This design comes from an exercise in tuning for small area, a short achievable clock period and few clock cycles per item on the open sky130 flow, not from production work.
In this exercise RTL edits were held to simulation tests only and were not proved equivalent to the original.
No driver is modelled on the clock port, so clocking that relies on it looks cheaper here than on a real chip.

==> flow/design.v, too long to show whole: its modules and the start of the top module <==
// module booth_fsm: 3121 lines
// module lookahead_adder_64: 869 lines
// module mul_fa: 10 lines
// module mul_ha: 9 lines
// module mul_cfa: 9 lines
// module mul_xor: 7 lines
// module mul_maj: 8 lines
// module mul_enc: 10 lines
// module mul_sel: 10 lines
// module mul_sel0: 8 lines
// module mul_pg0: 9 lines
// module mul_gpn: 11 lines
// module mul_gpp: 11 lines
// module mul_aoi21: 8 lines
// module mul_oai21: 8 lines
// module mul_xnor: 7 lines
module booth_fsm
# (parameter DATAWIDTH = 32)
(
  input                        clk,
  input                        rstn,
  input                        en,
  input        [DATAWIDTH-1:0] multiplier,
  input        [DATAWIDTH-1:0] multiplicand,
  output reg                   done,
  output reg [2*DATAWIDTH-1:0] product
);
  // ...
==> flow/flow/run.sh <==
#!/bin/bash
# Own layout flow: the standard ORFS flow with two changes.
#  - ports are buffered with a plain buffer (buf_2) instead of the delay
#    buffer buffer_ports picks by default; every port still gets a buffer;
#  - before floorplanning, combinational cells that synthesis upsized are set
#    back to their smallest drive strength (registers are left alone); the
#    resizer then upsizes only what timing needs.
set -euo pipefail
here=$(pwd)
export BUFFER_PORTS_ARGS="-buffer_cell sky130_fd_sc_hd__buf_2"
export PRE_FLOORPLAN_TCL="$here/flow/downsize.tcl"
bash standard.sh > "$here/standard.log" 2>&1
==> flow/flow/downsize.tcl <==
# Set every combinational cell to the smallest-area cell of the library with
# the same function and pins (registers, clock, tap and tie cells unchanged).
set lib_cells [get_lib_cells */sky130_fd_sc_hd__*]
proc base_name {name} {
  if {[regexp {^(sky130_fd_sc_hd__[a-z0-9]+)_[0-9]+$} $name -> b]} { return $b }
  return ""
}
set area_of [dict create]
set group [dict create]
foreach c $lib_cells {
  set n [get_name $c]
  set b [base_name $n]
  if {$b eq ""} { continue }
  if {[get_property $c dont_use]} { continue }
  dict set area_of $n [get_property $c area]
  dict lappend group $b $n
}
set n_changed 0
foreach inst [get_cells *] {
  set m [get_name [get_lib_cells -of_objects $inst]]
  set b [base_name $m]
  if {$b eq "" || ![dict exists $group $b]} { continue }
  if {[regexp {(df|dl|sdf|edf|clk|conb|tap|fill|decap|buf|inv|probe|lpflow)} $b]} { continue }
  set best $m
  set best_area [dict get $area_of $m]
  foreach cand [dict get $group $b] {
    set a [dict get $area_of $cand]
    if {$a < $best_area || ($a == $best_area && [string match *_1 $cand])} {
      set best $cand
      set best_area $a
    }
  }
  if {$best ne $m} {
    replace_cell $inst $best
    incr n_changed
  }
}
puts "downsize: $n_changed cells set to their smallest drive strength"
==> flow/standard.sh <==
#!/bin/bash
# synth_recipe.tcl (not shown) runs the flow's synth.tcl, then flattens the netlist and writes it again
# the make line also repeats each setting of config.mk as NAME=value (left out here)
make -C /OpenROAD-flow-scripts/flow DESIGN_CONFIG=/design/flow/config.mk WORK_HOME=/design/flow/orfs CLKGATE_MAP_FILE= SYNTH_SCRIPT=/design/flow/synth_recipe.tcl "${@:-finish}"
==> flow/config.mk <==
export PLATFORM = sky130hd
export DESIGN_NAME = booth_fsm
export DESIGN_NICKNAME = booth_fsm
export VERILOG_FILES = /design/flow/design.v
export SDC_FILE = /design/flow/constraint.sdc
export NUM_CORES = 4
export LEC_CHECK = 0
export CAP_MARGIN = 20
export CORE_MARGIN = 2
export CORE_UTILIZATION = 40
export GPL_TIMING_DRIVEN = 0
export SLEW_MARGIN = 20
export SYNTH_HIERARCHICAL = 1
==> flow/constraint.sdc <==
create_clock -name core_clock -period 6.0 [get_ports {clk}]
set_input_delay 1.2000 -clock core_clock [delete_from_list [all_inputs] [get_ports {clk}]]
set_output_delay 1.2000 -clock core_clock [all_outputs]
set_load 0.01 [all_outputs]
==> results.toml, run 1 <==
[placement]
place_ws_ns = -1.883
dp_hpwl_mm = 73.54

[timing]
setup_viol = 1
tns_ns = -0.01333
layout_setup_ws_ns = -0.01333
worst_slew_margin_rel_pct = 30.27
max_freq_mhz = 166.3

[cts]
cts_buffers = 9
cts_resized = 306
post_cts_buffers = 103
cts_hold_buf = 0

[finish]
multi_input_comb_cells = 2773
sh_seq_area_pct = 3.828
nClkBuffers = 14
instances_no_fill = 4131
layout.nets = 3656
final_cell_mix = "551 x xnor2_1, 503 x a22oi_1, 344 x xor2_1"

[setup_path]
required_ns = 6.22
cp_slowest_cell = "maj3_2"
endpoint = "product[40]"
crit_family = "XOR/XNOR gates"
startpoint = "multiplier[0]"
cp_max_fo = 11

[route]
firstDrtPassIters = 6
drtIter0Drc = 3206
wire_per_inst_um = 28.22
wl_met2_mm = 51.69

[die]
die_x_um = 254.6
num_io_pins = 132
rows = 91
initial_core_util_pct = 40.56
tap_cells = 837

[global_route]
met3_usage_pct = 7.134
met1_usage_pct = 43.28
first_global_vias = 25500

[status]
status = "complete, but fails checks"
so_faults = "negative setup slack"

[yosys]
synth_area_mm2 = 0.02512

[run]
max_cap_viol_count = 0
Testbench counts, summed over its fixed seeds: cycles 2,048, items 2,048.
==> run 2, diff against run 1 <==
--- a/flow/config.mk
+++ b/flow/config.mk
@@ -9,5 +9,4 @@
 export CORE_MARGIN = 2
 export CORE_UTILIZATION = 40
-export GPL_TIMING_DRIVEN = 0
 export SLEW_MARGIN = 20
 export SYNTH_HIERARCHICAL = 1
==> run 2 against run 1 <==
Against the previous run: now clean on timing, DRC and antenna; final cell count grew 9.9%.
==> results.toml, run 2 <==
[route]
drtIter0Drc = 2589
drc = 0
postRouteAntennaNets = 0
wire_per_inst_um = 21.56
routed-via-count = 25780
firstDrtPassIters = 6
wl_mm = 97.93
vias_per_cell = 5.676

[timing]
tightestPinTransition_ns = 0.6987
hold_viol = 0
setup_viol = 0
period_share_pct = 98.35
worst_slew_margin_rel_pct = 53.42
slew_viol_final = 0
period_needed_ns = 5.901
rsz0062_at_grt = "yes"
tns_ns = 0
max_freq_mhz = 169.5

[placement]
portBuffers = 131
place_area_mm2 = 0.03253
dp_cells = 4518
dp_hpwl_mm = 82.49
gp_congestion = 1.005

[global_route]
grt_pass1_wl_mm = 148.8
antenna_found_initial = 6
grt_usage_pct = 29.89
grt_max_degree = 36
first_global_vias = 25090
gr-total-overflow = 0

[status]
status = "timing/DRC/antenna clean"

[die]
design.core.area_mm2 = 0.06194
dieArea_mm2 = 0.06483
num_io_pins = 132
initial_core_util_pct = 40.56
die_h_um = 254.6
die_x_um = 254.6
rows = 91

[min_path]
hp-class = "input pin to async pin"

[cts]
clockBufferDepth = 2
cts_htree_levels = 3
cts_buffers = 9
clk_pin_slew_ns = 0.06
cts_tree = "yes"
cts_root_buf = "clkbuf_16"
clock_sink_count = 65

[yosys]
syn_inst = 2903
yosys_warnings = 7
postSynthAreaPerCell_um2 = 8.654
synth_area_mm2 = 0.02512

[finish]
layout.nets = 4067
largest-register = "product"
fillCellCount = 5926
final_cell_mix = "594 x buf_4, 565 x xnor2_1, 512 x a22oi_1"
top_regs = "product (64), done (1)"
largest_reg_flops = 64
final_common_cell = "buf_4"
area_growth_pct = 35.63
instances_no_fill = 4542
drive_gt1_share_pct = 29.07
design_area_mm2 = 0.03407
num_antenna_cells = 0

[setup_path]
endpoint_kind = "flop"
arrival_ns = 6.18
required_ns = 6.28
start_kind = "input pin"
criticalPathCategory = "input pin to flop"
cp_max_fo = 9

[run]
max_cap_viol_count = 0
run 2: layout make-up:
cell class / count / area, um^2 / area share (%)
Clock inverter: 6 / 67.56 / 0.1983
Inverter: 70 / 262.8 / 0.7711
Timing Repair Buffer: 781 / 6238 / 18.31
Sequential cell: 65 / 1306 / 3.834
Clock buffer: 10 / 229.0 / 0.6720
Tap cell: 837 / 1047 / 3.073
Multi-Input combinational cell: 2773 / 24920 / 73.14
run 2: what timing repair did:
action                                  CTS  global route
pin swaps                                 2            62
resized for setup                        11           283
setup buffers                             1             7
endpoints found under the setup margin    9            47
hold buffers                              0             0
run 2: layer usage:
layer / GRT usage, % / up-vias / share of wire [%]
met5: 0 / - / 0.013
met4: 7.836 / 2 / 2.6
met3: 3.786 / 148 / 8.1
met2: 47.31 / 1173 / 45
met1: 42.84 / 12620 / 44
li1: - / 11840 / -
run 2: worst max-delay path: stages:
cell and delay [ns]:
buf_2 0.26, nand3b_1 0.17, o21ai_4 0.14, buf_4 0.21, buf_4 0.17, a22oi_1 0.10, xnor2_1 0.15, fa_1 0.44
fa_1 0.44, fa_1 0.49, fa_1 0.48, fa_1 0.46, nor2_1 0.20, nor2_1 0.11, a21oi_1 0.25, buf_4 0.15
o21ai_1 0.12, a21oi_1 0.20, o21ai_1 0.08, a21oi_1 0.17, xnor2_1 0.16
run 2: metrics by stage:
stage               hold slack [ns]  setup WS, ns  util (%)
floorplan                    0.9044        0.1458         -
global placement             0.9742       -0.4626     52.52
detailed placement           0.9757       -0.5258     52.52
CTS                          0.5926      0.001152     53.10
global route                 0.6092       -0.1475     55.01
finish                       0.6143       0.09929     55.01
run 2: final timing paths:
check | cells past startpoint | from | slack, ns | endpoint
max in group asynchronous | 1 | rstn | 5.30 | done
min in group core_clock | 1 | en | 0.96 | done
max | 21 | multiplier[18] | 0.1 | product[60]
min | 1 | rstn | 0.61 | done
==> run 3, diff against run 2 <==
--- a/flow/config.mk
+++ b/flow/config.mk
@@ -9,4 +9,5 @@
 export CORE_MARGIN = 2
 export CORE_UTILIZATION = 40
+export PLACE_DENSITY = 0.7
 export SLEW_MARGIN = 20
 export SYNTH_HIERARCHICAL = 1
==> run 3 against run 2 <==
Against the previous run: die area unchanged; final cell count decreased by 0.59%; now fails the layout checks on negative setup slack; via count increased by 1.7%; synthesized cell count unchanged; fmax decreased by 2.0%; hold slack improved by 0.013 ns; routed wire length decreased by 1.3%; global-route usage decreased by 0.73 points; worst setup slack got worse by 0.12 ns; final area decreased by 0.87%.
==> results.toml, run 3 <==
[route]
drtIter0Drc = 3049
firstDrtPassIters = 6
wire_per_inst_um = 21.42
postRouteAntennaNets = 0
wl_mm = 96.70
drc = 0
vias_per_cell = 5.807
routed-via-count = 26220

[min_path]
hp-class = "input pin to async pin"

[timing]
tightestPinTransition_ns = 0.5833
period_needed_ns = 6.023
slew_viol_final = 0
period_share_pct = 100.4
setup_viol = 1
worst_slew_margin_rel_pct = 61.11
layout_setup_ws_ns = -0.02309
hold_viol = 0
max_freq_mhz = 166.0
rsz0062_at_grt = "yes"

[die]
die_x_um = 254.6
initial_core_util_pct = 40.56
design.core.area_mm2 = 0.06194
die_h_um = 254.6
dieArea_mm2 = 0.06483
rows = 91
num_io_pins = 132

[setup_path]
endpoint_kind = "flop"
startpoint = "multiplier[3]"
required_ns = 6.23
endpoint = "product[42]"
criticalPathCategory = "input pin to flop"
cp_max_fo = 16
arrival_ns = 6.25
start_kind = "input pin"

[finish]
largest-register = "product"
top_regs = "product (64), done (1)"
largest_reg_flops = 64
drive_gt1_share_pct = 27.84
fillCellCount = 5745
design_area_mm2 = 0.03378
final_common_cell = "xnor2_1"
area_growth_pct = 34.44
num_antenna_cells = 0
final_cell_mix = "568 x xnor2_1, 554 x buf_4, 511 x a22oi_1"
layout.nets = 4040
multi_input_area_mm2 = 0.02464
regArea_mm2 = 0.001306

[global_route]
grt_pass1_wl_mm = 146.8
gr-total-overflow = 0
grt_usage_pct = 29.16
grt_max_degree = 29
first_global_vias = 25290
antenna_found_initial = 6

[status]
status = "complete, but fails checks"
so_faults = "negative setup slack"

[yosys]
syn_inst = 2903
yosys_warnings = 7
synth_area_mm2 = 0.02512
postSynthAreaPerCell_um2 = 8.654

[placement]
dp_hpwl_mm = 80.39
portBuffers = 131
place_area_mm2 = 0.03238
gp_congestion = 0.9868

[run]
max_cap_viol_count = 0

[cts]
cts_htree_levels = 3
cts_hold_buf = 0
cts_buffers = 9
clock_sink_count = 65
cts_root_buf = "clkbuf_16"
clk_pin_slew_ns = 0.06
cts_tree = "yes"
clockBufferDepth = 2
-- run 3: critical path, cell delays in order --
cell and delay, ns:
clkbuf_4 0.20, nand2b_1 0.18, o21ai_2 0.16, buf_12 0.18
buf_4 0.14, a22oi_1 0.07, xnor2_1 0.15, fa_1 0.43
fa_1 0.50, fa_1 0.44, fa_1 0.51, buf_4 0.16
xor2_1 0.16, buf_4 0.16, buf_4 0.13, nand2_1 0.07
buf_4 0.11, o21ai_1 0.07, a21oi_1 0.22, o21ai_1 0.18
a21oi_2 0.24, buf_4 0.15, o21ai_1 0.07, a21oi_2 0.24
xnor2_1 0.13
-- run 3: repair_timing --
action                                  4_1_cts  5_1_grt
pin swaps                                     0       62
setup buffers                                 0       21
gates resized for setup                       8      238
cloned                                        0        0
endpoints found under the setup margin        6       44
-- run 3: area by class of cell --
class / count / share of cell area (%)
clock buffers: 10 / 0.7075
clock inverters: 6 / 0.2667
multi-input cells: 2773 / 72.96
repair buffers: 754 / 18.32
flip-flops and latches: 65 / 3.867
well taps: 837 / 3.101
inverters: 70 / 0.7779
-- run 3: through the flow --
stage / TNS [ns] / setup slack [ns] / hold WS (ns) / util [%] / cells
after CTS: -0.001451 / -0.001451 / 0.6085 / 52.85 / 4494
after global placement: -8.117 / -0.5283 / 0.9749 / 52.27 / 4478
after floorplan: 0 / 0.1458 / 0.9044 / - / 2909
final: -0.02309 / -0.02309 / 0.6275 / 54.53 / 4515
after global routing: -3.104 / -0.1631 / 0.6180 / 54.53 / 4515
after detailed placement: -10.42 / -0.5263 / 0.9775 / 52.27 / 4478
-- run 3: layer usage --
layer / routed length (um) / global-route usage (%) / vias to the layer above / share of wire [%]
li1: - / - / 11820 / -
met1: 40720 / 40.73 / 12610 / 42
met2: 42660 / 45.75 / 1537 / 44
met3: 10460 / 5.909 / 253 / 11
met4: 2856 / 7.703 / 2 / 3.0
met5: 13 / 0 / - / 0.013
-- run 3: worst min-delay path by stage --
stage | endpoint | slack (ns) | cells past startpoint
2_1_floorplan | done | 0.90 | 0
3_3_place_gp | done | 0.97 | 1
3_5_place_dp | done | 0.98 | 1
4_1_cts | done | 0.61 | 1
5_1_grt | done | 0.62 | 1
6_report | done | 0.63 | 1
==> run 4, diff against run 3 <==
--- a/flow/config.mk
+++ b/flow/config.mk
@@ -9,5 +9,5 @@
 export CORE_MARGIN = 2
 export CORE_UTILIZATION = 40
-export PLACE_DENSITY = 0.7
+export PLACE_DENSITY = 0.65
 export SLEW_MARGIN = 20
 export SYNTH_HIERARCHICAL = 1
==> run 4 against run 3 <==
Against the previous run: still fails the layout checks on negative setup slack; first-iteration DRC count grew 4.6%; non-clock buffer count grew 12; via count is essentially flat; critical path depth shrank 3; synthesized area is the same; clock-buffer cell count shrank 1; highest routed layer is now met4.
==> results.toml, run 4 <==
[yosys]
postSynthAreaPerCell_um2 = 8.654
synth_area_mm2 = 0.02512
syn_inst = 2903
yosys_warnings = 7

[timing]
slew_viol_final = 0
setup_viol = 1
tightestPinTransition_ns = 0.6679
max_freq_mhz = 166.5
rsz0062_at_grt = "yes"
layout_setup_ws_ns = -0.007133
worst_slew_margin_rel_pct = 55.47
hold_viol = 0
period_share_pct = 100.1
period_needed_ns = 6.007

[cts]
cts_htree_levels = 3
cts_root_buf = "clkbuf_16"
clk_pin_slew_ns = 0.07
clockBufferDepth = 2
clock_sink_count = 65
cts_buffers = 9
cts_hold_buf = 0
cts_tree = "yes"

[status]
status = "complete, but fails checks"
so_faults = "negative setup slack"

[die]
rows = 91
dieArea_mm2 = 0.06483
initial_core_util_pct = 40.56
num_io_pins = 132
die_x_um = 254.6
die_h_um = 254.6
design.core.area_mm2 = 0.06194

[route]
vias_per_cell = 5.795
drc = 0
postRouteAntennaNets = 0
wl_mm = 98.92
drtIter0Drc = 3190
firstDrtPassIters = 8
routed-via-count = 26240
wire_per_inst_um = 21.85

[finish]
design_area_mm2 = 0.03391
top_regs = "product (64), done (1)"
instances_no_fill = 4527
multi_input_area_mm2 = 0.02464
drive_gt1_share_pct = 27.64
num_antenna_cells = 0
area_growth_pct = 34.96
final_common_cell = "xnor2_1"
final_cell_mix = "567 x xnor2_1, 562 x buf_4, 511 x a22oi_1"
regArea_mm2 = 0.001306
largest_reg_flops = 64
largest-register = "product"
fillCellCount = 5775
utilization_pct = 54.74
layout.nets = 4052

[placement]
portBuffers = 131
place_area_mm2 = 0.03255
dp_cells = 4496
place_ws_ns = -0.5497
gp_congestion = 1.003
dp_hpwl_mm = 80.06

[global_route]
grt_pass1_wl_mm = 149.7
gr-total-overflow = 0
grt_max_degree = 36
first_global_vias = 25700
grt_usage_pct = 29.85
antenna_found_initial = 3

[setup_path]
endpoint_kind = "flop"
arrival_ns = 6.25
cp_max_fo = 11
required_ns = 6.25
criticalPathCategory = "input pin to flop"
start_kind = "input pin"

[min_path]
hp-class = "input pin to async pin"

[run]
max_cap_viol_count = 0
[run 4: final cells by class]
| cell class | count | area share (%) |
|---|---|---|
| clock buffer | 9 | 0.6642 |
| clock inverter | 7 | 0.2103 |
| inverter | 70 | 0.7749 |
| multi-input combinational | 2773 | 72.67 |
| sequential | 65 | 3.853 |
| tap | 837 | 3.089 |
| timing repair buffer | 766 | 18.74 |
[run 4: per-stage QoR]
step	setup TNS, ns	hold slack, ns
final	-0.007133	0.6180
after global placement	-7.252	0.9744
after detailed placement	-9.504	0.9757
after CTS	0	0.5997
after global routing	-2.365	0.6085
after floorplan	0	0.9044
[run 4: timing repair]
item	in CTS	in global routing
endpoints found under the setup margin	1	43
pin swaps	0	23
gates resized for setup	3	226
setup buffers	0	12
gates cloned	0	3
[run 4: how the worst max path moves through the flow]
stage / from / to / slack, ns / cells after the start
after global routing: multiplier[7] / product[56] / -0.18 / 26
final: multiplier[13] / product[50] / -0.007 / 22
after global placement: multiplier[1] / product[42] / -0.49 / 23
after CTS: multiplier[7] / product[42] / 0.02 / 24
after floorplan: multiplier[0] / product[38] / 0.15 / 20
after detailed placement: multiplier[7] / product[42] / -0.55 / 22
[run 4: worst max-delay path, stage by stage]
cell and delay [ns]:
buf_2 0.14, nand2b_4 0.15, o21ai_4 0.30, clkbuf_16 0.26
a22oi_1 0.09, xnor2_1 0.16, fa_1 0.48, fa_1 0.44
fa_1 0.47, fa_1 0.48, fa_1 0.49, buf_4 0.16
nand2_1 0.07, o21ai_1 0.08, buf_4 0.13, a21oi_1 0.19
o21ai_1 0.13, buf_4 0.15, a21oi_1 0.23, o21ai_1 0.13
a21oi_2 0.20, xnor2_1 0.10
[run 4: layer usage]
metal / track usage (%) / vias up / wire [um]
met5: 0 / - / 0
met3: 4.776 / 210 / 9917
met1: 42.11 / 12650 / 41970
met2: 46.92 / 1548 / 44090
met4: 8.655 / 0 / 2943
li1: - / 11830 / -
==> run 5, diff against run 4 <==
--- a/flow/config.mk
+++ b/flow/config.mk
@@ -9,5 +9,5 @@
 export CORE_MARGIN = 2
 export CORE_UTILIZATION = 40
-export PLACE_DENSITY = 0.65
+export SETUP_SLACK_MARGIN = 0.3
 export SLEW_MARGIN = 20
 export SYNTH_HIERARCHICAL = 1
==> run 5 against run 4 <==
Against the previous run: now clean on timing, DRC and antenna; sequential share of layout area down 0.16 points; synthesized cell count stayed put; fmax up 1.7%; worst setup slack better by 0.10 ns; routed wire length is 3.8% higher; final area up 4.4%; non-clock buffer count grew 40; final cell count is 0.95% higher; critical path depth increased by 4; largest cell class unchanged.
==> results.toml, run 5 <==
[status]
status = "timing/DRC/antenna clean"

[die]
design.core.area_mm2 = 0.06194
die_h_um = 254.6
initial_core_util_pct = 40.56
die_x_um = 254.6
rows = 91
num_io_pins = 132
dieArea_mm2 = 0.06483

[timing]
hold_viol = 0
period_needed_ns = 5.907
layout_setup_ws_ns = 0.09275
rsz0062_at_grt = "yes"
slew_viol_final = 0
worst_slew_margin_rel_pct = 47.85
tightestPinTransition_ns = 0.7822
tns_ns = 0
period_share_pct = 98.45
max_freq_mhz = 169.3
setup_viol = 0

[placement]
place_ws_ns = -0.8387
dp_hpwl_mm = 83.73
dp_cells = 4520
place_area_mm2 = 0.03277
gp_congestion = 1.016
portBuffers = 131

[global_route]
grt_usage_pct = 30.85
grt_max_degree = 36
antenna_found_initial = 3
gr-total-overflow = 0
grt_pass1_wl_mm = 155.6
first_global_vias = 27340

[route]
drtIter0Drc = 3002
wire_per_inst_um = 22.47
postRouteAntennaNets = 0
wl_mm = 102.7
vias_per_cell = 5.862
drc = 0
routed-via-count = 26790
firstDrtPassIters = 8

[min_path]
hp-class = "input pin to async pin"

[setup_path]
criticalPathCategory = "input pin to flop"
start_kind = "input pin"
crit_family = "XOR/XNOR gates"
path_common_cell = "xor2_1"
required_ns = 6.27
endpoint_kind = "flop"
path_buf_inv = 5
cp_slowest_cell = "maj3_1"
cp_max_fo = 20
critical-path-max-stage-delay_ns = 0.40
arrival_ns = 6.18

[yosys]
syn_inst = 2903
synth_area_mm2 = 0.02512
yosys_warnings = 7
postSynthAreaPerCell_um2 = 8.654

[cts]
clk_pin_slew_ns = 0.06
cts_buffers = 9
clockBufferDepth = 2
cts_htree_levels = 3
cts_root_buf = "clkbuf_16"
cts_hold_buf = 0
clock_sink_count = 65
cts_tree = "yes"

[finish]
instances_no_fill = 4570
final_common_cell = "buf_4"
drive_gt1_share_pct = 33.89
largest_reg_flops = 64
top_regs = "product (64), done (1)"
largest-register = "product"
design_area_mm2 = 0.03540
area_growth_pct = 40.90
final_cell_mix = "617 x buf_4, 563 x xnor2_1, 509 x a22oi_1"
layout.nets = 4092

[run]
max_cap_viol_count = 0
## run 5: per-stage QoR
step	hold WS, ns	util, %
floorplan	0.9044	-
global placement	0.9750	52.90
detailed placement	0.9754	52.90
CTS	0.5979	54.88
global route	0.6050	57.14
finish	0.6099	57.15
## run 5: layer usage
metal | vias up | share of wire [%] | global-route usage, %
met3 | 233 | 8.4 | 4.164
met4 | 0 | 3.3 | 10.13
li1 | 11890 | - | -
met5 | - | 0 | 0
met1 | 13180 | 41 | 41.01
met2 | 1486 | 47 | 51.63
## run 5: worst max path at each step
stage / from / end / cells after the start
6_report: multiplier[5] / product[56] / 26
3_3_place_gp: multiplier[5] / product[40] / 26
4_1_cts: multiplier[15] / product[40] / 24
5_1_grt: multiplier[5] / product[49] / 28
3_5_place_dp: multiplier[14] / product[40] / 22
2_1_floorplan: multiplier[24] / product[63] / 17
## run 5: final cells by class
class / count / area (um^2)
antenna: 3 / 7.507
clock buffer: 9 / 225.2
clock inverter: 7 / 100.1
fill: 5640 / 26540
inverter: 70 / 262.8
multi-input combinational: 2773 / 25920
sequential: 65 / 1306
tap: 837 / 1047
timing repair buffer: 806 / 6531
## run 5: timing repair
action | in CTS | in global routing
buffers inserted | 17 | 12
endpoints found under the setup margin | 47 | 50
pin swaps | 51 | 69
resized for setup | 210 | 296
cloned | 1 | 1
==> run 6, diff against run 5 <==
--- a/flow/config.mk
+++ b/flow/config.mk
@@ -8,6 +8,5 @@
 export CAP_MARGIN = 20
 export CORE_MARGIN = 2
-export CORE_UTILIZATION = 40
-export SETUP_SLACK_MARGIN = 0.3
+export CORE_UTILIZATION = 55
 export SLEW_MARGIN = 20
 export SYNTH_HIERARCHICAL = 1
==> run 6 against run 5 <==
Against the previous run: critical path depth decreased by 1; highest routed layer is now met5; synthesized area unchanged; the layout now fails its checks (negative setup slack); sequential cell count unchanged.
==> results.toml, run 6 <==
[cts]
cts_root_buf = "clkbuf_16"
clockBufferDepth = 2
clock_sink_count = 65
clk_pin_slew_ns = 0.06
cts_tree = "yes"
cts_htree_levels = 3
cts_buffers = 9

[setup_path]
arrival_ns = 6.30
cp_max_fo = 10
required_ns = 6.26
criticalPathCategory = "input pin to flop"
endpoint_kind = "flop"
start_kind = "input pin"

[yosys]
synth_area_mm2 = 0.02512
yosys_warnings = 7
postSynthAreaPerCell_um2 = 8.654
syn_inst = 2903

[timing]
tns_ns = -0.1458
worst_slew_margin_rel_pct = 49.55
rsz0062_at_grt = "yes"
hold_viol = 0
layout_setup_ws_ns = -0.04710
fin_hold_ws_ns = 0.6103
period_share_pct = 100.8
tightestPinTransition_ns = 0.7568
max_freq_mhz = 165.4
setup_viol = 6
slew_viol_final = 0
period_needed_ns = 6.047

[route]
vias_per_cell = 6.455
firstDrtPassIters = 6
drc = 0
postRouteAntennaNets = 0
routed-via-count = 27770
wire_per_inst_um = 24.81
wl_mm = 106.7
drtIter0Drc = 3446

[die]
design.core.area_mm2 = 0.04519
initial_core_util_pct = 55.60
die_h_um = 217.7
dieArea_mm2 = 0.04740
die_x_um = 217.7
rows = 78
num_io_pins = 132

[finish]
top_regs = "product (64), done (1)"
largest_reg_flops = 64
regArea_mm2 = 0.001306
multi_input_area_mm2 = 0.02549
drive_gt1_share_pct = 32.17
final_cell_mix = "581 x buf_4, 555 x xnor2_1, 510 x a22oi_1"
fillCellCount = 3245
layout.nets = 4061
largest-register = "product"
area_growth_pct = 36.83
final_common_cell = "buf_4"

[status]
so_faults = "negative setup slack"
status = "complete, but fails checks"

[global_route]
grt_max_degree = 36
grt_usage_pct = 41.82
antenna_found_initial = 4
gr-total-overflow = 0
grt_pass1_wl_mm = 153.0
first_global_vias = 27100

[placement]
portBuffers = 131
gp_congestion = 1.045
place_ws_ns = -0.7891
dp_hpwl_mm = 82.39

[min_path]
hp-class = "input pin to async pin"

[run]
max_cap_viol_count = 0
-- run 6: final timing paths --
check                              start  slack, ns     endpoint  cells past startpoint
worst max-delay path       multiplier[5]      -0.05  product[45]                     25
worst min-delay path                rstn       0.61         done                      1
max in group asynchronous           rstn       5.31         done                      1
min in group core_clock               en       0.95         done                      1
-- run 6: cell type report --
class | count | share of cell area, %
multi-input cells | 2773 | 74.14
repair buffers | 775 | 18.25
clock inverters | 5 | 0.1638
clock buffers | 11 | 0.6770
diodes | 3 | 0.02184
well taps | 600 | 2.184
flip-flops and latches | 65 | 3.800
inverters | 70 | 0.7643
-- run 6: timing repair --
action	in CTS	in global routing
hold buffers	0	0
gates resized for setup	28	401
hold endpoints to repair	0	0
pin swaps	10	169
setup buffers	2	36
cloned	0	5
setup endpoints to repair	21	42
-- run 6: per-layer routing --
layer | up-vias | wire length, um | GRT usage [%]
li1 | 11820 | - | -
met1 | 13410 | 39730 | 54.22
met2 | 2023 | 47390 | 66.55
met3 | 514 | 12560 | 8.591
met4 | 2 | 7033 | 20.07
met5 | - | 16 | 0
-- run 6: worst max-delay path, stage by stage --
cell and delay [ns]:
buf_2 0.15, nand2b_4 0.16, o21ai_4 0.19, buf_12 0.17, a22oi_1 0.11, xnor2_2 0.49, xor2_1 0.22, xor2_1 0.26
xor2_1 0.28, xor2_2 0.30, buf_4 0.19, xor2_2 0.08, maj3_2 0.36, maj3_2 0.36, xor2_2 0.16, xor2_1 0.33
nor2_4 0.10, nor2_1 0.13, buf_4 0.15, nand2_2 0.11, nor2_2 0.19, nand2_1 0.14, nor2_1 0.15, a21oi_2 0.10
xnor2_1 0.21
-- run 6: through the flow --
stage               utilization (%)  cell area (um^2)  cells
detailed placement            70.60             31900   4240
global placement              70.60             31900   4240
floorplan                         -             25330   2909
global route                  76.07             34370   4301
finish                        76.08             34380   4302
CTS                           71.53             32320   4258
==> run 7, diff against run 6 <==
--- a/flow/config.mk
+++ b/flow/config.mk
@@ -6,7 +6,7 @@
 export NUM_CORES = 4
 export LEC_CHECK = 0
-export CAP_MARGIN = 20
+export CAP_MARGIN = 0
 export CORE_MARGIN = 2
-export CORE_UTILIZATION = 55
-export SLEW_MARGIN = 20
+export CORE_UTILIZATION = 40
+export SLEW_MARGIN = 0
 export SYNTH_HIERARCHICAL = 1
==> run 7 against run 6 <==
Against the previous run: first-iteration DRC count fell by 25%; critical endpoint is now product[60]; fmax rose by 2.5%; largest cell class unchanged; via count is 7.2% lower; the run now finishes clean; core utilization shrank 21 points; critical path depth down 4.
==> results.toml, run 7 <==
[status]
status = "timing/DRC/antenna clean"

[route]
drtIter0Drc = 2589
routed-via-count = 25780
firstDrtPassIters = 6
drc = 0
postRouteAntennaNets = 0
wl_mm = 97.93
vias_per_cell = 5.676
wire_per_inst_um = 21.56

[timing]
hold_viol = 0
tightestPinTransition_ns = 0.6987
period_needed_ns = 5.901
max_freq_mhz = 169.5
layout_setup_ws_ns = 0.09929
rsz0062_at_grt = "yes"
slew_viol_final = 0
worst_slew_margin_rel_pct = 53.42
setup_viol = 0
period_share_pct = 98.35
tns_ns = 0

[setup_path]
cp.depth = 21
start_kind = "input pin"
cp_cell_sequence = "buf_2, nand3b_1, o21ai_4, buf_4, buf_4, a22oi_1, xnor2_1, fa_1, fa_1, fa_1, fa_1, fa_1, nor2_1, nor2_1, a21oi_1, buf_4, o21ai_1, a21oi_1, o21ai_1, a21oi_1, xnor2_1"
required_ns = 6.28
path_common_cell = "fa_1"
critical-path-max-stage-delay_ns = 0.49
cp_slowest_cell = "fa_1"
startpoint = "multiplier[18]"
endpoint = "product[60]"
cp_max_fo = 9
path_buf_inv = 4
crit_family = "adder cells"
arrival_ns = 6.18
criticalPathCategory = "input pin to flop"
endpoint_kind = "flop"

[cts]
cts_tree = "yes"
cts_buffers = 9
clockBufferDepth = 2
clock_sink_count = 65
cts_hold_buf = 0
clk_pin_slew_ns = 0.06
cts_root_buf = "clkbuf_16"
cts_htree_levels = 3

[global_route]
grt_pass1_wl_mm = 148.8
antenna_found_initial = 6
grt_usage_pct = 29.89
gr-total-overflow = 0
grt_max_degree = 36
first_global_vias = 25090

[placement]
place_area_mm2 = 0.03253
portBuffers = 131
dp_hpwl_mm = 82.49
dp_cells = 4518
gp_congestion = 1.005
place_ws_ns = -0.5258

[finish]
final_common_cell = "buf_4"
instances_no_fill = 4542
area_growth_pct = 35.63
largest-register = "product"
num_antenna_cells = 0
drive_gt1_share_pct = 29.07
top_regs = "product (64), done (1)"
largest_reg_flops = 64
utilization_pct = 55.01
design_area_mm2 = 0.03407
layout.nets = 4067
final_cell_mix = "594 x buf_4, 565 x xnor2_1, 512 x a22oi_1"

[die]
die_x_um = 254.6
initial_core_util_pct = 40.56
dieArea_mm2 = 0.06483
num_io_pins = 132
die_h_um = 254.6
design.core.area_mm2 = 0.06194
rows = 91

[min_path]
hp-class = "input pin to async pin"

[run]
max_cap_viol_count = 0

[yosys]
yosys_warnings = 7
postSynthAreaPerCell_um2 = 8.654
syn_inst = 2903
synth_area_mm2 = 0.02512
## run 7: changes by cell type in the layout (fill, tap and decap cells not counted), sizes merged
cell      delta
inv          +1
buf         +10
clkinvlp     +1
diode        -3
clkinv       -1
clkbuf       -5
## run 7: area by class of cell
type / instances / area (um^2)
timing repair buffer: 781 / 6238
sequential: 65 / 1306
clock buffer: 10 / 229.0
inverter: 70 / 262.8
clock inverter: 6 / 67.56
fill: 5926 / 27870
multi-input combinational: 2773 / 24920
tap: 837 / 1047
## run 7: stage by stage
stage	hold slack (ns)
after global placement	0.9742
after floorplan	0.9044
final	0.6143
after detailed placement	0.9757
after CTS	0.5926
after global routing	0.6092
## run 7: per-layer routing
| metal | vias to the layer above | global-route usage [%] | wire (um) |
|---|---|---|---|
| li1 | 11840 | - | - |
| met5 | - | 0 | 13 |
| met4 | 2 | 7.836 | 2574 |
| met2 | 1173 | 47.31 | 43950 |
| met1 | 12620 | 42.84 | 43450 |
| met3 | 148 | 3.786 | 7945 |
## run 7: worst min path at each step
stage | slack, ns | to | cells past startpoint | start
2_1_floorplan | 0.90 | done | 0 | rstn
3_5_place_dp | 0.98 | done | 1 | rstn
6_report | 0.61 | done | 1 | rstn
5_1_grt | 0.61 | done | 1 | rstn
3_3_place_gp | 0.97 | done | 1 | rstn
4_1_cts | 0.59 | done | 1 | rstn
## run 7: what timing repair did
| item | 4_1_cts | 5_1_grt |
|---|---|---|
| setup buffers | 1 | 7 |
| pin swaps | 2 | 62 |
| gates resized for setup | 11 | 283 |
| endpoints found under the setup margin | 9 | 47 |
==> run 8, diff against run 7 <==
--- a/flow/flow/run.sh
+++ b/flow/flow/run.sh
@@ -5,8 +5,11 @@
 #  - before floorplanning, combinational cells that synthesis upsized are set
 #    back to their smallest drive strength (registers are left alone); the
-#    resizer then upsizes only what timing needs.
+#    resizer then upsizes only what timing needs;
+#  - before clock tree synthesis the buffers that timing-driven placement
+#    added are taken out again (flow/rebuffer.tcl).
 set -euo pipefail
 here=$(pwd)
 export BUFFER_PORTS_ARGS="-buffer_cell sky130_fd_sc_hd__buf_2"
 export PRE_FLOORPLAN_TCL="$here/flow/downsize.tcl"
+export PRE_CTS_TCL="$here/flow/rebuffer.tcl"
 bash standard.sh > "$here/standard.log" 2>&1
==> flow/flow/rebuffer.tcl (new file) <==
# Before clock tree synthesis: take out the buffers that timing-driven global
# placement inserted, fix only slew, capacitance and fanout again, and
# legalize; the repair after clock tree synthesis then buffers or sizes only
# the paths that need it.
set bufs [get_cells -quiet place*]
puts "rebuffer: removing [llength $bufs] placement buffers"
if {[llength $bufs] > 0} {
  remove_buffers $bufs
}
estimate_parasitics -placement
repair_design -cap_margin $::env(CAP_MARGIN) -slew_margin $::env(SLEW_MARGIN)
detailed_placement
--- a/flow/config.mk
+++ b/flow/config.mk
@@ -6,7 +6,7 @@
 export NUM_CORES = 4
 export LEC_CHECK = 0
-export CAP_MARGIN = 0
+export CAP_MARGIN = 20
 export CORE_MARGIN = 2
 export CORE_UTILIZATION = 40
-export SLEW_MARGIN = 0
+export SLEW_MARGIN = 20
 export SYNTH_HIERARCHICAL = 1
==> run 8 against run 7 <==
Against the previous run: still clean on timing, DRC and antenna; clock-buffer cell count stayed put; hold slack got worse by 0.066 ns; global-route usage is 0.74 points lower; critical path depth down 2; routed wire length down 2.6%; first-iteration DRC count decreased by 5.1%; sequential share of layout area up 0.67 points; sequential cell count did not move; die area did not move; critical path type unchanged.
==> results.toml, run 8 <==
[timing]
period_share_pct = 98.28
setup_viol = 0
slew_viol_final = 0
hold_viol = 0
fin_hold_ws_ns = 0.5483
rsz0062_at_grt = "yes"
period_needed_ns = 5.897
max_freq_mhz = 169.6
worst_slew_margin_rel_pct = 36.98
tightestPinTransition_ns = 0.9452

[yosys]
synth_area_mm2 = 0.02512
yosys_warnings = 7
syn_inst = 2903
postSynthAreaPerCell_um2 = 8.654

[setup_path]
arrival_ns = 6.12
start_kind = "input pin"
path_buf_inv = 2
path_common_cell = "fa_1"
cp_cell_sequence = "nand2b_1, o21ai_4, buf_4, buf_16, a22oi_1, xnor2_1, fa_1, fa_1, fa_1, fa_1, maj3_1, nor2_2, o21ai_1, a21oi_1, o21ai_1, a21oi_2, o21ai_2, a21oi_1, xnor2_1"
cp_max_fo = 39
criticalPathCategory = "input pin to flop"
cp_slowest_cell = "fa_1"
critical-path-max-stage-delay_ns = 0.60
required_ns = 6.23
endpoint_kind = "flop"
crit_family = "adder cells"

[route]
vias_per_cell = 6.053
drc = 0
routed-via-count = 23320
wl_mm = 95.42
firstDrtPassIters = 6
postRouteAntennaNets = 0
wire_per_inst_um = 24.77
drtIter0Drc = 2458

[cts]
cts_hold_buf = 0
clk_pin_slew_ns = 0.05
cts_buffers = 9
cts_tree = "yes"
clock_sink_count = 65

[die]
initial_core_util_pct = 40.56
design.core.area_mm2 = 0.06194
dieArea_mm2 = 0.06483
rows = 91
die_h_um = 254.6
num_io_pins = 132
die_x_um = 254.6

[global_route]
gr-total-overflow = 0
grt_max_degree = 49
grt_pass1_wl_mm = 144.6
antenna_found_initial = 0
first_global_vias = 23020
grt_usage_pct = 29.14

[finish]
regArea_mm2 = 0.001306
fillCellCount = 6246
top_regs = "product (64), done (1)"
multi_input_area_mm2 = 0.02470
design_area_mm2 = 0.02898
instances_no_fill = 3853
area_growth_pct = 15.34
drive_gt1_share_pct = 9.184
final_common_cell = "xnor2_1"
largest-register = "product"
num_antenna_cells = 0
layout.nets = 3378
largest_reg_flops = 64
final_cell_mix = "562 x xnor2_1, 512 x a22oi_1, 408 x xor2_1"

[run]
max_cap_viol_count = 0

[min_path]
hp-class = "input pin to async pin"

[placement]
portBuffers = 131
gp_congestion = 1.005
place_area_mm2 = 0.03253
dp_hpwl_mm = 82.49
dp_cells = 4518

[status]
status = "timing/DRC/antenna clean"
[run 8: layer usage]
layer	wire (um)	up-vias	global-route usage, %
met4	1862	0	6.165
met3	8409	93	5.072
met2	43110	1110	46.28
met5	0	-	0
met1	42040	11650	41.36
li1	-	10470	-
[run 8: layout make-up]
class | instances | share of cell area (%)
Clock buffer | 10 | 0.7902
Clock inverter | 6 | 0.2332
Inverter | 70 | 0.9068
Multi-Input combinational cell | 2775 | 85.24
Sequential cell | 65 | 4.508
Tap cell | 837 | 3.614
Timing Repair Buffer | 90 | 4.707
[run 8: stage by stage]
stage	util, %	TNS [ns]	setup slack [ns]
finish	46.78	0	0.1030
global placement	52.52	-12.16	-0.4626
detailed placement	52.52	-14.61	-0.5258
floorplan	-	0	0.1458
CTS	45.27	-0.004007	-0.004007
global route	46.78	-0.3773	-0.06028
[run 8: timing repair]
| action | in CTS | in global routing |
|---|---|---|
| gates resized for setup | 10 | 136 |
| setup buffers | 21 | 39 |
| pin swaps | 12 | 34 |
| gates cloned | 2 | 0 |
| setup endpoints to repair | 32 | 43 |
[run 8: worst max path at each step]
stage | endpoint | startpoint | cells past startpoint
after global routing | product[45] | multiplier[7] | 22
after global placement | product[40] | multiplier[3] | 23
after detailed placement | product[40] | multiplier[5] | 25
after floorplan | product[38] | multiplier[0] | 20
final | product[59] | multiplier[3] | 19
after CTS | product[56] | multiplier[4] | 17
==> run 9, diff against run 8 <==
==> flow/flow/rebuffer.tcl (replaced) <==
# Before clock tree synthesis: take out the buffers that timing-driven global
# placement inserted (keeping a buffer on every port), fix only slew, capacitance and fanout again, and
# legalize; the repair after clock tree synthesis then buffers or sizes only
# the paths that need it.
# remove_buffers takes out every buffer, the port buffers too, so the ports
# are buffered again right after, as global placement did.
puts "rebuffer: removing [llength [get_cells -quiet place*]] placement buffers"
remove_buffers
buffer_ports -buffer_cell sky130_fd_sc_hd__buf_2
estimate_parasitics -placement
repair_design -cap_margin $::env(CAP_MARGIN) -slew_margin $::env(SLEW_MARGIN)
detailed_placement
==> run 9 against run 8 <==
Against the previous run: via count increased by 5.4%; critical path depth rose by 2; synthesized cell count unchanged; final cell count is 5.1% higher; global-route usage rose by 0.51 points; die area stayed put; sequential share of layout area decreased by 0.46 points; fmax shrank 0.26%; routed wire length is 8.0% higher.
==> results.toml, run 9 <==
[status]
status = "timing/DRC/antenna clean"

[setup_path]
endpoint_kind = "flop"
cp_cell_sequence = "buf_16, nand2b_1, o21ai_4, buf_12, buf_16, a22oi_1, xnor2_1, fa_2, fa_1, fa_1, maj3_1, xor2_2, xor2_2, nor2_4, nor2_4, nand2_2, nor2_2, nand2_1, o21ai_4, buf_12, xor2_2"
start_kind = "input pin"
cp_slowest_cell = "fa_2"
cp.depth = 21
path_buf_inv = 4
arrival_ns = 6.18
criticalPathCategory = "input pin to flop"
crit_family = "adder cells"
critical-path-max-stage-delay_ns = 0.54
cp_max_fo = 20
required_ns = 6.26
path_common_cell = "xor2_2"

[placement]
gp_congestion = 1.005
portBuffers = 131
dp_cells = 4518
dp_hpwl_mm = 82.49

[die]
die_h_um = 254.6
die_x_um = 254.6
num_io_pins = 132
rows = 91
design.core.area_mm2 = 0.06194
initial_core_util_pct = 40.56
dieArea_mm2 = 0.06483

[cts]
cts_tree = "yes"
clk_pin_slew_ns = 0.05
clock_sink_count = 65
cts_buffers = 9
cts_hold_buf = 0

[timing]
slew_viol_final = 0
setup_viol = 0
period_share_pct = 98.54
worst_slew_margin_rel_pct = 39.53
max_freq_mhz = 169.1
tightestPinTransition_ns = 0.9071
hold_viol = 0
period_needed_ns = 5.912
rsz0062_at_grt = "yes"

[finish]
largest-register = "product"
final_common_cell = "xnor2_1"
largest_reg_flops = 64
multi_input_area_mm2 = 0.02619
final_cell_mix = "559 x xnor2_1, 508 x a22oi_1, 347 x xor2_1"
instances_no_fill = 4049
top_regs = "product (64), done (1)"
regArea_mm2 = 0.001306
layout.nets = 3573
area_growth_pct = 28.56
drive_gt1_share_pct = 23.23
fillCellCount = 5887

[route]
routed-via-count = 24570
wire_per_inst_um = 25.46
wl_mm = 103.1
vias_per_cell = 6.068
drtIter0Drc = 2570
drc = 0
postRouteAntennaNets = 0
firstDrtPassIters = 7

[min_path]
hp-class = "input pin to async pin"

[global_route]
first_global_vias = 23680
antenna_found_initial = 1
grt_max_degree = 49
grt_pass1_wl_mm = 147.1
grt_usage_pct = 29.65
gr-total-overflow = 0

[yosys]
syn_inst = 2903
synth_area_mm2 = 0.02512
postSynthAreaPerCell_um2 = 8.654
yosys_warnings = 7

[run]
max_cap_viol_count = 0
[run 9: what timing repair did]
action                     in CTS  in global routing
setup endpoints to repair      51                 47
pin swaps                      48                140
setup buffers                  63                 43
gates cloned                    4                 16
resized for setup             190                395
[run 9: area by class of cell]
class,instances,area share (%)
multi-input cells,2775,81.10
clock buffers,10,0.7089
repair buffers,285,9.878
inverters,70,0.8135
clock inverters,6,0.2092
diodes,1,0.007748
well taps,837,3.242
flip-flops and latches,65,4.044
[run 9: path summary, 6_finish.rpt]
check | start | endpoint
max in group asynchronous | rstn | done
worst max-delay path | multiplier[5] | product[24]
min in group core_clock | en | done
worst min-delay path | rstn | done
[run 9: layer usage]
layer / wire length (um) / track usage, % / vias up
li1: - / - / 10850
met1: 44680 / 42.75 / 12230
met2: 46060 / 47.10 / 1300
met3: 8729 / 3.797 / 191
met4: 3630 / 6.767 / 0
met5: 0 / 0 / -
[run 9: stage by stage]
stage | utilization (%) | hold WS (ns) | setup TNS (ns) | instance area [um^2] | setup slack (ns)
floorplan | - | 0.9044 | 0 | 25330 | 0.1458
global placement | 52.52 | 0.9742 | -12.16 | 32530 | -0.4626
detailed placement | 52.52 | 0.9757 | -14.61 | 32530 | -0.5258
CTS | 48.26 | 0.6006 | -0.4171 | 29890 | -0.05381
global route | 52.14 | 0.6109 | -0.7292 | 32300 | -0.08023
finish | 52.15 | 0.6158 | 0 | 32300 | 0.08769
==> run 10, diff against run 9 <==
--- a/flow/flow/rebuffer.tcl
+++ b/flow/flow/rebuffer.tcl
@@ -5,4 +5,5 @@
 # remove_buffers takes out every buffer, the port buffers too, so the ports
 # are buffered again right after, as global placement did.
+set_dont_use $::env(DONT_USE_CELLS)
 puts "rebuffer: removing [llength [get_cells -quiet place*]] placement buffers"
 remove_buffers
--- a/flow/config.mk
+++ b/flow/config.mk
@@ -9,4 +9,5 @@
 export CORE_MARGIN = 2
 export CORE_UTILIZATION = 40
+export GPL_TIMING_DRIVEN = 0
 export SLEW_MARGIN = 20
 export SYNTH_HIERARCHICAL = 1
==> run 10 against run 9 <==
Against the previous run: the layout now fails its checks (negative setup slack); routed wire length grew 16%; final cell count grew 3.4%; critical path depth grew 2; fmax shrank 2.9%; via count grew 7.8%; synthesized cell count is the same; largest cell class unchanged.
==> results.toml, run 10 <==
[yosys]
yosys_warnings = 7
syn_inst = 2903
synth_area_mm2 = 0.02512
postSynthAreaPerCell_um2 = 8.654

[route]
postRouteAntennaNets = 0
routed-via-count = 26490
wire_per_inst_um = 28.65
vias_per_cell = 6.330
drtIter0Drc = 3037
firstDrtPassIters = 6
wl_mm = 119.9
drc = 0

[finish]
largest-register = "product"
regArea_mm2 = 0.001306
final_cell_mix = "545 x xnor2_1, 500 x a22oi_1, 338 x xor2_1"
drive_gt1_share_pct = 32.24
top_regs = "product (64), done (1)"
largest_reg_flops = 64
instances_no_fill = 4185
multi_input_area_mm2 = 0.02726
fillCellCount = 5440
final_common_cell = "xnor2_1"
layout.nets = 3709
area_growth_pct = 39.50

[cts]
clock_sink_count = 65
cts_tree = "yes"
clk_pin_slew_ns = 0.06
cts_buffers = 9

[setup_path]
start_kind = "input pin"
criticalPathCategory = "input pin to flop"
endpoint_kind = "flop"
required_ns = 6.22
arrival_ns = 6.31
cp_max_fo = 21

[timing]
period_needed_ns = 6.088
tns_ns = -0.2183
rsz0062_at_grt = "yes"
layout_setup_ws_ns = -0.08777
setup_viol = 5
period_share_pct = 101.5
slew_viol_final = 0
tightestPinTransition_ns = 1.024
hold_viol = 0
worst_slew_margin_rel_pct = 31.76
max_freq_mhz = 164.3

[run]
max_cap_viol_count = 0

[placement]
gp_congestion = 1.018
dp_hpwl_mm = 73.54
place_ws_ns = -1.883
portBuffers = 131
dp_cells = 3918

[die]
die_x_um = 254.6
initial_core_util_pct = 40.56
rows = 91
design.core.area_mm2 = 0.06194
die_h_um = 254.6
dieArea_mm2 = 0.06483
num_io_pins = 132

[global_route]
grt_max_degree = 49
first_global_vias = 25800
grt_pass1_wl_mm = 166.6
antenna_found_initial = 3
gr-total-overflow = 0
grt_usage_pct = 34.67

[status]
status = "complete, but fails checks"
so_faults = "negative setup slack"

[min_path]
hp-class = "input pin to async pin"
run 10: cell count changes in the layout (fill, tap and decap cells not counted), moves of 22 or more:
cell     previous run  this run
maj3_1            128        69
nand2_1           159       133
a21oi_1            76        54
maj3_2             47       104
nor2_1            118        94
buf_4              94       188
run 10: worst max-delay path: stages:
cell,delay [ns]
buf_2,0.17
xor2_4,0.26
buf_16,0.21
a22oi_2,0.12
xnor2_2,0.29
buf_4,0.19
xor2_1,0.19
xor2_1,0.29
xor2_1,0.22
xor2_1,0.12
maj3_2,0.36
maj3_2,0.33
maj3_2,0.39
buf_6,0.14
maj3_4,0.39
nor2_4,0.22
o21ai_4,0.11
a21oi_4,0.20
o21ai_4,0.09
a21oi_2,0.17
o21ai_1,0.11
a21oi_2,0.33
xnor2_2,0.17
run 10: stage by stage:
| stage | hold WS (ns) | cell area (um^2) | util (%) |
|---|---|---|---|
| detailed placement | 0.9757 | 28400 | 45.85 |
| floorplan | 0.9044 | 25330 | - |
| finish | 0.6187 | 35050 | 56.58 |
| global placement | 0.9740 | 27030 | 43.64 |
| CTS | 0.5966 | 31680 | 51.14 |
| global route | 0.6063 | 35040 | 56.58 |
run 10: worst paths after layout:
kind / from / to / slack, ns
max: multiplier[0] / product[40] / -0.09
min in group core_clock: en / done / 0.96
max in group asynchronous: rstn / done / 5.30
min: rstn / done / 0.62
run 10: area by class of cell:
cell class              instances  area share [%]
multi-input cells            2776           77.79
inverters                      70          0.7497
flip-flops and latches         65           3.727
clock buffers                  11          0.7211
clock inverters                 5         0.08568
well taps                     837           2.988
repair buffers                420           13.93
diodes                          1        0.007140
run 10: repair_timing:
item / CTS / global route
gates resized for setup: 337 / 526
pin swaps: 125 / 301
endpoints found under the setup margin: 52 / 48
hold buffers: 0 / 0
cloned: 19 / 12
setup buffers: 125 / 102
run 10: metal layers:
metal,wire [um],GRT usage [%]
met5,25,0
met4,7488,14.10
met3,13950,8.247
met2,52810,55.72
met1,45620,44.73
==> run 11, diff against run 10 <==
--- a/flow/flow/rebuffer.tcl
+++ b/flow/flow/rebuffer.tcl
@@ -9,4 +9,6 @@
 remove_buffers
 buffer_ports -buffer_cell sky130_fd_sc_hd__buf_2
+# and set the cells placement upsized back to their smallest size
+source [file join [file dirname [info script]] downsize.tcl]
 estimate_parasitics -placement
 repair_design -cap_margin $::env(CAP_MARGIN) -slew_margin $::env(SLEW_MARGIN)
--- a/flow/config.mk
+++ b/flow/config.mk
@@ -9,5 +9,4 @@
 export CORE_MARGIN = 2
 export CORE_UTILIZATION = 40
-export GPL_TIMING_DRIVEN = 0
 export SLEW_MARGIN = 20
 export SYNTH_HIERARCHICAL = 1
==> run 11 against run 10 <==
Against the previous run: the flow now stops in clock tree synthesis; synthesized cell count is the same; synthesized area stayed put.
==> results.toml, run 11 <==
[status]
status = "aborted with a tool error"
stop_stage = "clock tree synthesis"
stop_error = "[ERROR STA-2204] get_property NULL is not an object."

[placement]
dp_hpwl_mm = 82.49
place_area_mm2 = 0.03253
dp_cells = 4518
gp_congestion = 1.005
portBuffers = 131

[die]
die_x_um = 254.6
initial_core_util_pct = 40.56
num_io_pins = 132
die_h_um = 254.6
rows = 91

[yosys]
synth_area_mm2 = 0.02512
syn_inst = 2903
postSynthAreaPerCell_um2 = 8.654
yosys_warnings = 7
-- run 11: worst max path at each step --
stage / start / end / slack (ns) / cells past startpoint
3_3_place_gp: multiplier[3] / product[40] / -0.46 / 23
2_1_floorplan: multiplier[0] / product[38] / 0.15 / 20
3_5_place_dp: multiplier[5] / product[40] / -0.53 / 25
-- run 11: stage by stage --
stage          worst slack, ns  utilization [%]  TNS [ns]
2_1_floorplan           0.1458                -         0
3_3_place_gp           -0.4626            52.52    -12.16
3_5_place_dp           -0.5258            52.52    -14.61
==> run 12, diff against run 11 <==
==> flow/flow/rebuffer.tcl (replaced) <==
# Before clock tree synthesis: take out the buffers that timing-driven global
# placement inserted inside the design (port buffers stay), fix slew,
# capacitance and fanout again, and legalize; the repair after clock tree
# synthesis then buffers or sizes only the paths that need it.
set_dont_use $::env(DONT_USE_CELLS)
set n 0
set block [ord::get_db_block]
foreach inst [$block getInsts] {
  if {![string match place* [$inst getName]]} { continue }
  set in_it [$inst findITerm A]
  set out_it [$inst findITerm X]
  if {$in_it eq "NULL" || $out_it eq "NULL"} { continue }
  set in_net [$in_it getNet]
  set out_net [$out_it getNet]
  if {[llength [$out_net getBTerms]] > 0} { continue }
  foreach it [$out_net getITerms] {
    if {[$it getInst] eq $inst} { continue }
    $it disconnect
    $it connect $in_net
  }
  $in_it disconnect
  $out_it disconnect
  odb::dbInst_destroy $inst
  odb::dbNet_destroy $out_net
  incr n
}
puts "rebuffer: removed $n placement buffers"
estimate_parasitics -placement
repair_design -cap_margin $::env(CAP_MARGIN) -slew_margin $::env(SLEW_MARGIN)
detailed_placement
==> run 12 against run 11 <==
Against the previous run: synthesized area did not move; synthesized cell count did not move; the run now finishes clean.
==> results.toml, run 12 <==
[run]
max_cap_viol_count = 0

[setup_path]
arrival_ns = 6.16
path_buf_inv = 4
cp_cell_sequence = "buf_16, nand2b_1, o21ai_4, buf_4, buf_12, bufbuf_16, a22oi_1, xnor2_1, fa_1, fa_1, fa_1, fa_1, nor2_2, nor2_1, nand2_1, nor2_2, nand2_1, o21ai_4, a21oi_4, xnor2_1"
cp_slowest_cell = "fa_1"
cp.depth = 20
path_common_cell = "fa_1"
startpoint = "multiplier[5]"
endpoint = "product[58]"
criticalPathCategory = "input pin to flop"
crit_family = "adder cells"
endpoint_kind = "flop"
required_ns = 6.25
critical-path-max-stage-delay_ns = 0.58
start_kind = "input pin"
cp_max_fo = 20

[die]
rows = 91
num_io_pins = 132
design.core.area_mm2 = 0.06194
initial_core_util_pct = 40.56
die_x_um = 254.6
dieArea_mm2 = 0.06483
die_h_um = 254.6

[yosys]
synth_area_mm2 = 0.02512
yosys_warnings = 7
postSynthAreaPerCell_um2 = 8.654
syn_inst = 2903

[finish]
instances_no_fill = 4043
multi_input_area_mm2 = 0.02615
largest_reg_flops = 64
final_common_cell = "xnor2_1"
top_regs = "product (64), done (1)"
drive_gt1_share_pct = 22.99
layout.nets = 3568
largest-register = "product"
num_antenna_cells = 0
fillCellCount = 5901
final_cell_mix = "561 x xnor2_1, 512 x a22oi_1, 364 x xor2_1"
regArea_mm2 = 0.001306
area_growth_pct = 28.11

[placement]
portBuffers = 131
gp_congestion = 1.005
dp_hpwl_mm = 82.49
dp_cells = 4518

[route]
drtIter0Drc = 2756
drc = 0
vias_per_cell = 6.065
routed-via-count = 24520
wire_per_inst_um = 25.30
firstDrtPassIters = 6
postRouteAntennaNets = 0
wl_mm = 102.3

[cts]
clock_sink_count = 65
clk_pin_slew_ns = 0.06
cts_hold_buf = 0
cts_tree = "yes"
cts_buffers = 9

[timing]
tightestPinTransition_ns = 0.8071
rsz0062_at_grt = "yes"
hold_viol = 0
period_share_pct = 98.48
slew_viol_final = 0
worst_slew_margin_rel_pct = 46.19
setup_viol = 0
max_freq_mhz = 169.2
period_needed_ns = 5.909

[global_route]
grt_usage_pct = 29.71
antenna_found_initial = 5
grt_pass1_wl_mm = 147.2
gr-total-overflow = 0
grt_max_degree = 49
first_global_vias = 23650

[status]
status = "timing/DRC/antenna clean"

[min_path]
hp-class = "input pin to async pin"
[run 12: final cells by class]
| class | instances | share of cell area [%] |
|---|---|---|
| multi-input cells | 2775 | 81.25 |
| repair buffers | 280 | 9.695 |
| flip-flops and latches | 65 | 4.058 |
| well taps | 837 | 3.254 |
| inverters | 70 | 0.8164 |
| clock buffers | 10 | 0.7114 |
| clock inverters | 6 | 0.2099 |
[run 12: how the worst min path moves through the flow]
stage           end  cells after the start  from  slack [ns]
4_1_cts        done                      1  rstn        0.59
3_3_place_gp   done                      1  rstn        0.97
5_1_grt        done                      1  rstn        0.61
3_5_place_dp   done                      1  rstn        0.98
6_report       done                      1  rstn        0.62
2_1_floorplan  done                      0  rstn        0.90
[run 12: metrics by stage]
stage	hold WS [ns]	TNS, ns	utilization, %	cell area, um^2	worst slack, ns
final	0.6161	0	51.96	32190	0.09145
after global routing	0.6124	-0.4307	51.96	32190	-0.05462
after CTS	0.5946	-0.05405	48.23	29870	-0.01668
after detailed placement	0.9757	-14.61	52.52	32530	-0.5258
after global placement	0.9742	-12.16	52.52	32530	-0.4626
after floorplan	0.9044	0	-	25330	0.1458
[run 12: what timing repair did]
action	CTS	global route
gates cloned	5	13
setup endpoints to repair	51	47
buffers inserted	67	36
hold endpoints to repair	0	0
resized for setup	166	422
pin swaps	49	120
[run 12: metal layers]
metal	up-vias	share of wire [%]	GRT usage [%]
met1	12180	43	42.79
met4	0	3.5	6.466
met2	1313	45	47.13
met3	186	9.3	4.123
li1	10840	-	-
met5	-	0	0

-- re-timing with driven ports --
No port has a modelled driver above. Below, the same layouts with a new extraction and two added sets of constraints. Step 1 (the two cells are an assumption about what drives the block):
set clk [get_ports {clk}]
set_driving_cell -lib_cell sky130_fd_sc_hd__clkbuf_16 $clk
set_driving_cell -lib_cell sky130_fd_sc_hd__buf_2 [delete_from_list [all_inputs] $clk]
Step 2, shift: input delay + t, output delay - t, t = (earliest + latest rising clock arrival at the registers) / 2. This alone moves slack from input paths to output paths. Three values: ideal, step 1, step 2; two values: the first two.
| run | t, ns | setup WS [ns] | hold slack, ns |
|---|---|---|---|
| run 1 | 0.398 | -0.013 / -0.220 / -0.618 | 0.614 / 0.593 / 0.990 |
| run 2 | 0.398 | 0.099 / -0.035 / -0.433 | 0.614 / 0.595 / 0.994 |
| run 3 | 0.384 | -0.023 / -0.012 / -0.395 | 0.627 / 0.617 / 1.000 |
| run 4 | 0.395 | -0.007 / 0.017 / -0.378 | 0.618 / 0.598 / 0.992 |
| run 5 | 0.394 | 0.093 / 0.022 / -0.372 | 0.610 / 0.592 / 0.985 |
| run 6 | 0.399 | -0.047 / -0.026 / -0.426 | 0.610 / 0.589 / 0.989 |
| run 7 | 0.398 | 0.099 / -0.035 / -0.433 | 0.614 / 0.595 / 0.994 |
| run 8 | 0.395 | 0.103 / -1.039 / -1.434 | 0.548 / 0.518 / 0.913 |
| run 9 | 0.397 | 0.088 / -0.116 / -0.513 | 0.616 / 0.599 / 0.996 |
| run 10 | 0.395 | -0.088 / -0.283 / -0.677 | 0.619 / 0.600 / 0.994 |
| run 12 | 0.396 | 0.091 / -0.131 / -0.527 | 0.616 / 0.598 / 0.994 |
Met with ideal ports but missed after step 2: setup timing in 6 of these runs. The setup slack of run 8, which loses most, moves by -1.142 ns with the drivers and by -1.537 ns with both steps.
